This is an optimization exercise on Yosys and OpenROAD, whose aim is small area, not a production implementation.
The RTL was checked by simulation tests, not by an equivalence proof against the original design.
Power is estimated from default activity; no workload was simulated.

$ cat design/flow/run.sh
#!/bin/bash
# synth_recipe.tcl (not shown) runs the flow's synth.tcl, then flattens the netlist and writes it again
# the make line also repeats each setting of config.mk as NAME=value (left out here)
make -C /OpenROAD-flow-scripts/flow DESIGN_CONFIG=/design/flow/config.mk WORK_HOME=/design/flow/orfs CLKGATE_MAP_FILE= SYNTH_SCRIPT=/design/flow/synth_recipe.tcl finish
$ cat design/flow/quarter.hex
200
206
20c
212
219
21f
225
22b
232
238
23e
244
24b
251
257
25d
263
269
270
276
27c
282
288
28e
294
29a
2a0
2a6
2ac
2b2
2b8
2bd
2c3
2c9
2cf
2d5
2da
2e0
2e5
2eb
2f1
2f6
2fc
301
306
30c
311
316
31c
321
326
32b
330
335
33a
33f
344
349
34e
352
357
35c
360
365
369
36e
372
376
37a
37f
383
387
38b
38f
393
397
39a
39e
3a2
3a5
3a9
3ac
3b0
3b3
3b6
3b9
3bd
3c0
3c3
3c6
3c8
3cb
3ce
3d1
3d3
3d6
3d8
3da
3dd
3df
3e1
3e3
3e5
3e7
3e9
3eb
3ec
3ee
3f0
3f1
3f3
3f4
3f5
3f6
3f7
3f9
3f9
3fa
3fb
3fc
3fd
3fd
3fe
3fe
3fe
3ff
3ff
3ff
$ cat design/flow/design.v
module mp3(
    input logic     clk,
    input logic     rst,
    output logic    _9b,     
    output logic    _6a,     
    output logic    _4a,     
    output logic    _2a,     
    output logic    _0a,     
    output logic    _5a,     
    output logic    _3b,     
    output logic    _49a,    
    output logic    _45a,    
    output logic    _48b     
);
logic [8:0] sample_idx;
logic [9:0] quarter_mem [0:127];
logic [9:0] dac_out;
initial begin
    $readmemh("quarter.hex", quarter_mem);
end
always_ff @(posedge clk) begin
    if (rst)
        sample_idx <= 0;
    else if (sample_idx == 511)
        sample_idx <= 0;
    else begin
        sample_idx++;
    end
end
always_comb begin
    dac_out = (sample_idx < 128)  ? (quarter_mem[sample_idx]) :
              (sample_idx < 256)  ? (quarter_mem[127 - (sample_idx - 128)]) :
              (sample_idx < 384)  ? (1024 - quarter_mem[sample_idx - 256]) :
                                    (1024 - quarter_mem[127 - (sample_idx - 384)]);
end
assign {_48b, _45a, _49a, _3b, _5a, _0a, _2a, _4a, _6a, _9b} = dac_out;
endmodule
$ cat design/flow/config.mk
export PLATFORM = sky130hd
export DESIGN_NAME = mp3
export DESIGN_NICKNAME = mp3
export VERILOG_FILES = /design/flow/design.v
export SDC_FILE = /design/flow/constraint.sdc
export NUM_CORES = 4
export LEC_CHECK = 0
export CAP_MARGIN = 20
export CORE_MARGIN = 2
export CORE_UTILIZATION = 40
export SLEW_MARGIN = 20
$ cat design/flow/constraint.sdc
create_clock -name core_clock -period 10.0 [get_ports {clk}]
set_input_delay 2.0000 -clock core_clock [delete_from_list [all_inputs] [get_ports {clk}]]
set_output_delay 2.0000 -clock core_clock [all_outputs]
set_load 0.01 [all_outputs]
==> impl_metrics.json <==
{
  "worst_pin_slew_ns": 0.8112,
  "core_sq_um": 9639,
  "path_delay_family": "adder cells",
  "synth_cell_types": 77,
  "finalClockSkew_ns": 0.009145,
  "drc": 0,
  "syn_to_final_growth_pct": 1.412,
  "diodes": 0,
  "drt_iter0_markers": 286,
  "crit_arrival_ns": 4.46,
  "worstPathBufferInverterCount": 3,
  "clockBufferDepth": 2,
  "cts_tree": "built",
  "ys.flop_type": "dfxtp_1",
  "hold_violations": 0,
  "clk_latency_ns": 0.25,
  "cp_slowest_cell": "ha_1",
  "hold_slack_ns": 0.8189,
  "grt_max_degree": 60,
  "drt-vias-per-instance": 6.342,
  "vias": 4059,
  "rsz0062_at_grt": "false",
  "syn-cell-area_sq_um": 3900,
  "setup_viol_count_final": 0,
  "p_sw_uw": 112.7,
  "fin_cells": 640,
  "switching_share_pct": 40.87,
  "cp-end-kind": "output port",
  "dieArea_sq_um": 10560,
  "syn-num-nets": 578,
  "syn-mean-instance-area_sq_um": 7.222,
  "ctsHoldBuffers": 0,
  "status": "finished clean",
  "synth_top_area_share_pct": 11.55,
  "grt_pass1_vias": 3648,
  "path_max_fanout": 18,
  "grt-ovfl-total": 0,
  "grt_pass1_wl_um": 18980,
  "cts_buffers": 3,
  "yosys-top-cells-area": "ha_1 (12%), dfxtp_1 (9.2%), o21ai_0 (5.0%), nor2_1 (4.5%), nand3_1 (3.7%)",
  "dp_hpwl_um": 8130,
  "grt_usage_pct": 22.23,
  "fmax_mhz": 154.7,
  "fin_crit_ns": 6.463,
  "p_comb_share_pct": 49.6,
  "fin_total_pwr_uw": 275.8,
  "hp-class": "reg -> reg",
  "syn_inst": 540,
  "dp_cells": 636,
  "wl_um": 11690,
  "detail_route.wl_per_cell_um": 18.26,
  "seq_area_frac_synth_pct": 9.240,
  "slew_headroom_pct": 45.89,
  "cts_htree_levels": 1,
  "power.density_nw_per_um2": 69.73,
  "dr.pass1.iters": 4,
  "yosysWarnings": 1,
  "p_seq_share_pct": 29.2,
  "power.internal_uw": 163.1,
  "fin_crit_sh_pct": 64.63,
  "pwr-share-clk_pct": 21.2,
  "cts.clk_slew.worst_paths_ns": 0.07,
  "ios": 12,
  "root_buffer": "clkbuf_8",
  "synth-seq-cells": 18,
  "gp_congestion": 0.9189,
  "async_reset_ff_share_pct": 0,
  "peakVddDrop_mv": 0.03596,
  "ant_nets": 0,
  "die_x_um": 102.7,
  "antenna_found_initial": 0,
  "row_count": 36,
  "finalNetCount": 546,
  "critPathRequiredTime_ns": 8.00,
  "synth_edf_count": 0,
  "fill_cells": 1058,
  "cts.sinks": 18,
  "post_cts_buffers": 0,
  "timing.max_cap.violations": 0,
  "synth_top_cell_by_area": "ha_1",
  "cp-start-kind": "flip-flop",
  "cts.repair.resized": 0,
  "worstPathCellList": "inv_1, ha_1, nor2b_4, o311ai_0, nand4_1, o31a_1, mux2i_1, ha_1, inv_1, o41ai_2, xnor2_1, clkdlybuf4s50_1",
  "die_y_um": 102.7,
  "io_buffers": 11,
  "drive_gt1_share_pct": 8.087,
  "slowest_delay_ns": 0.79,
  "power.leakage_nw": 1.411,
  "finalSetupTns_ns": 0,
  "worst-setup-path-type": "reg -> out",
  "initial_core_util_pct": 40.46,
  "slew_violations": 0
}
## synth_stat cells (5+ instances only)
library cell,number
nor3_1,11
nand2_1,38
a211oi_1,12
o211ai_1,19
o31ai_1,5
mux2i_1,9
nand3_1,29
dfxtp_1,18
buf_4,7
nor2b_1,9
ha_1,36
buf_2,23
o311ai_0,8
a31oi_1,13
o31a_1,5
o21ai_0,39
nand2b_1,14
nand4_1,6
inv_1,23
a21oi_1,26
a311oi_1,6
buf_6,7
nor2_1,47
xnor2_1,10
clkbuf_1,16
## routing by layer
layer	track usage, %	part of all wire [%]	up-vias
met5	0	0	-
met4	7.389	2.5	0
met3	1.356	6.2	26
met2	37.20	47	180
met1	30.54	44	1906
li1	-	-	1947
## stage by stage
step                instance area [sq um]  util [%]  setup WS [ns]
floorplan                            3900         -          5.073
CTS                                  3955     41.03          3.562
finish                               3955     41.03          3.537
global route                         3955     41.03          3.155
detailed placement                   3900     40.46          3.869
global placement                     3900     40.46          4.071
## logic make-up after synthesis
family / after synthesis / share of synthesized area, %
AOI/OAI and AO/OA: 190 / 36.61
and+or+nand+nor: 185 / 23.61
buffers and inverters: 81 / 10.84
adders and majority gates: 36 / 11.55
DFF: 18 / 9.240
muxes: 16 / 5.005
xor gates and xnor gates: 14 / 3.144
## power groups by stage
stage          clock network (mW)  registers (mW)  logic, mW
2_1_floorplan                   0          0.0805      0.105
3_3_place_gp                    0          0.0817      0.133
3_5_place_dp                    0          0.0822      0.134
4_1_cts                    0.0598          0.0805      0.134
5_1_grt                    0.0622          0.0812      0.150
6_report                   0.0584          0.0806      0.137
## final timing paths
path | from | endpoint | slack [ns] | cells past startpoint
max | sample_idx[0]$_SDFF_PP0_ | _3b | 3.54 | 12
min | sample_idx[7]$_SDFF_PP0_ | sample_idx[7]$_SDFF_PP0_ | 0.82 | 2
max reg2reg | sample_idx[0]$_SDFF_PP0_ | flip-flop | 5.64 | 10
min reg2reg | sample_idx[7]$_SDFF_PP0_ | sample_idx[7]$_SDFF_PP0_ | 0.82 | 2
## worst register-to-register path, cell delays in order (launching register included)
cell	delay (ns)
dfxtp_1	0.72
inv_1	0.28
ha_1	0.79
or3b_2	0.69
ha_1	0.58
xnor2_1	0.35
nand2_1	0.08
o21ai_0	0.09
a211oi_1	0.09
a311oi_1	0.38
a31oi_1	0.14
## layout make-up
class | count | area, sq um | area share, %
inverter | 27 | 101.3 | 2.562
tap | 133 | 166.4 | 4.208
clock buffer | 4 | 55.05 | 1.392
timing repair buffer | 17 | 155.1 | 3.923
sequential | 18 | 360.3 | 9.111
multi-input combinational | 441 | 3117 | 78.80
## layout by cell type (no fill, tap or decap), drive strengths merged, types with 7 or more instances in the layout
cell            n
nor2           48
o21ai          44
a211oi         12
o211ai         19
o311ai         12
nor3           11
nor2b          10
nand2          38
nand3          29
mux2i           9
a21oi          26
nand2b         14
dfxtp          18
clkdlybuf4s50  11
a31oi          14
o31ai           7
xnor2          10
ha             36
inv            26

static timing again, ports no longer ideal:
Ports are ideal in the flow. The routed layout listed here was re-timed in OpenROAD.
Step 1 (the two cells are an assumption about what drives the block):
set clk [get_ports {clk}]
set_driving_cell -lib_cell sky130_fd_sc_hd__clkbuf_16 $clk
set_driving_cell -lib_cell sky130_fd_sc_hd__buf_2 [delete_from_list [all_inputs] $clk]
Step 2, shift: input delay + t, output delay - t, t = (earliest + latest rising clock arrival at the registers) / 2. This alone moves slack from input paths to output paths.
a / b / c = ideal / step 1 / step 2; a / b = the first two.
shift t [ns]: 0.274
slack for setup (ns): 3.537 / 3.513 / 3.787
worst setup path at the end: register to output
clock arrival spread, ns: 0.009 / 0.009
worst register clock-pin slew, ns: 0.07 / 0.07
After both steps this run still meets setup and hold. For this run, drivers alone change the setup slack by -0.024 ns; drivers and shift together by +0.250 ns.
